Background: an optimization exercise with open tools, aiming at small area and a short achievable clock period. Do not read the settings as production practice.
In this exercise RTL edits were held to simulation tests only and were not proved equivalent to the original.
No activity file was given, so power comes from the tool's default toggle rates.

== blue ==
Design mainModule, start of the top module:
module mainModule(
		input clk, input reset,
		output [31:0] imem_addr, input [31:0] imem_data,
		output wb_alu_we, output [2:0] wb_alu_rd, output [31:0] wb_alu_data,
		output wb_mem_we, output [2:0] wb_mem_rd, output [7:0] wb_mem_data,
		output [3:0] flags
	);
Size: ~610 flip-flops, about 120 I/O pins.
Settings: LEC_CHECK=0, ABC_AREA=1, CAP_MARGIN=20, CORE_MARGIN=2, CORE_UTILIZATION=60, CTS_CLUSTER_DIAMETER=80, CTS_CLUSTER_SIZE=20, PLACE_DENSITY=0.7, SLEW_MARGIN=20; clock period 10.0 ns.
standard.sh (not shown) runs the stock make flow with config.mk's settings and CLKGATE_MAP_FILE= SYNTH_SCRIPT=/design/flow/synth_recipe.tcl, a recipe that flattens the netlist after the stock synthesis.
==> flow/flow/run.sh <==
#!/bin/bash
# Standard ORFS layout (the standard.sh, standard synthesis unchanged) with a
# tighter timing-repair target, smaller port buffers and a denser floorplan.
# Each tool's full output stays in orfs/logs; make's own output goes to standard.log.
set -o pipefail
bash standard.sh \
  SETUP_SLACK_MARGIN=7.1 \
  "BUFFER_PORTS_ARGS=-buffer_cell sky130_fd_sc_hd__buf_2" \
  finish > standard.log 2>&1
blue finished every stage and its layout cleared the timing, DRC and antenna checks.
Input-level comparison between red and blue:
-- flow/flow/run.sh --
<<< blue, line 5
set -o pipefail
bash standard.sh \
  SETUP_SLACK_MARGIN=7.1 \
  "BUFFER_PORTS_ARGS=-buffer_cell sky130_fd_sc_hd__buf_2" \
  finish > standard.log 2>&1
>>> red, line 5
set -o pipefail
bash standard.sh \
  SETUP_SLACK_MARGIN=6.7 \
  "BUFFER_PORTS_ARGS=-buffer_cell sky130_fd_sc_hd__buf_2" \
  finish > standard.log 2>&1
Findings:
- Reported for blue and red, die area turned out identical to the last digit.
- red against blue: fraction of layout cells with a size suffix above 1 went down; clock period minus worst slack went up; data arrival at the endpoint of the critical path went down; switching power of the nets went down.
- Between blue and red, the relative slew slack is higher for red.
- Taking blue as the reference, in red routability congestion estimate from global placement now larger, worst slack on hold paths rose by 0.0069 ns.
- blue leaves more setup margin than red.
- red ended with less combinational cell fraction of total power than blue.


mainModule, a different RTL version from the one above (not shown whole).
Size: roughly 3100 cells after synthesis, about 610 flip-flops, roughly 120 I/O pins, about 28000 um^2 of cells after synthesis.
clock: 10.0 ns
lec_check: 0
abc_area: 1
cap_margin: 20
core_margin: 2
core_utilization: 60
cts_cluster_diameter: 90
cts_cluster_size: 25
place_density: 0.7
slew_margin: 20
==> flow/flow/run.sh <==
#!/bin/bash
# Standard ORFS layout (the standard.sh, standard synthesis unchanged) with a
# tighter timing-repair target, smaller port buffers and a denser floorplan.
# Each tool's full output stays in orfs/logs; make's own output goes to standard.log.
set -o pipefail
bash standard.sh \
  SETUP_SLACK_MARGIN=6.5 \
  "BUFFER_PORTS_ARGS=-buffer_cell sky130_fd_sc_hd__buf_2" \
  finish > standard.log 2>&1
The starting point ran to the end with no violations.
Then changed:
--- a/flow/flow/run.sh
+++ b/flow/flow/run.sh
@@ -5,5 +5,5 @@
 set -o pipefail
 bash standard.sh \
-  SETUP_SLACK_MARGIN=6.5 \
+  SETUP_SLACK_MARGIN=6.7 \
   "BUFFER_PORTS_ARGS=-buffer_cell sky130_fd_sc_hd__buf_2" \
   finish > standard.log 2>&1
- CTS_CLUSTER_DIAMETER: 90 -> 80
- CTS_CLUSTER_SIZE: 25 -> 20
Result: Clock power increases by about 10%; clock skew increases by 0.0041 ns; first-iteration DRC count decreases by 3.0%; clock-buffer cell count increases by 14; fmax increases by 0.35%; combinational power increases by 3.1%.


## beta
mainModule with an RTL version that a note above also has.
clock: 10.0 ns
lec_check: 0
abc_area: 1
cap_margin: 20
core_margin: 2
core_utilization: 60
place_density: 0.7
slew_margin: 20
==> flow/flow/run.sh <==
#!/bin/bash
# Standard ORFS layout (the standard.sh, standard synthesis unchanged) with a
# tighter timing-repair target, smaller port buffers and a denser floorplan.
# Each tool's full output stays in orfs/logs; make's own output goes to standard.log.
set -o pipefail
bash standard.sh \
  SETUP_SLACK_MARGIN=6.7 \
  "BUFFER_PORTS_ARGS=-buffer_cell sky130_fd_sc_hd__buf_2" \
  finish > standard.log 2>&1
Modified inputs, gamma compared to beta
- CTS_CLUSTER_SIZE: unset -> 20
- CTS_CLUSTER_DIAMETER: unset -> 80
diff --git a/flow/flow/run.sh b/flow/flow/run.sh
--- a/flow/flow/run.sh
+++ b/flow/flow/run.sh
@@ -7 +7 @@
-  SETUP_SLACK_MARGIN=6.7 \
+  SETUP_SLACK_MARGIN=6.5 \
- Against beta, gamma reports a worst setup slack that is lower.
- Compare gamma and beta | internal power summed over all cells lower: gamma
- Total power, gamma and beta: higher on beta
- The combinational-cell power consumption number comes out higher for beta vs gamma.
- NOTE total routed wire length on the met1 layer beta->gamma increased slightly

-- static timing again, ports no longer ideal --
No port has a modelled driver above. Below, the same layouts with a new extraction and two added sets of constraints. Step 1 assumes that a clkbuf_16 drives the clock port and a buf_2 every other input. Step 2 times the ports against the registers' clock, not the clock port: input delays grow and output delays shrink by t, the midpoint of the rising clock arrivals with the driver on. Slacks: ideal ports / drivers / drivers and shift; pairs: ideal ports / drivers.
run | t (ns) | setup WS [ns] | worst setup path at the end
blue | 0.645 | 6.759 / 6.759 / 6.563 | input to register
red | 0.638 | 6.724 / 6.664 / 6.243 | input to register
the first run of note 2 | 0.679 | 6.498 / 6.490 / 5.988 | input to register
the second run of note 2 | 0.655 | 6.510 / 6.510 / 6.143 | input to register
beta | 0.697 | 6.704 / 6.642 / 6.248 | input to register
gamma | 0.649 | 6.513 / 6.513 / 5.906 | input to register
After both steps setup and hold are still met in every run listed. The setup slack of gamma, which loses most, moves by 0.000 ns with the drivers and by -0.607 ns with both steps.
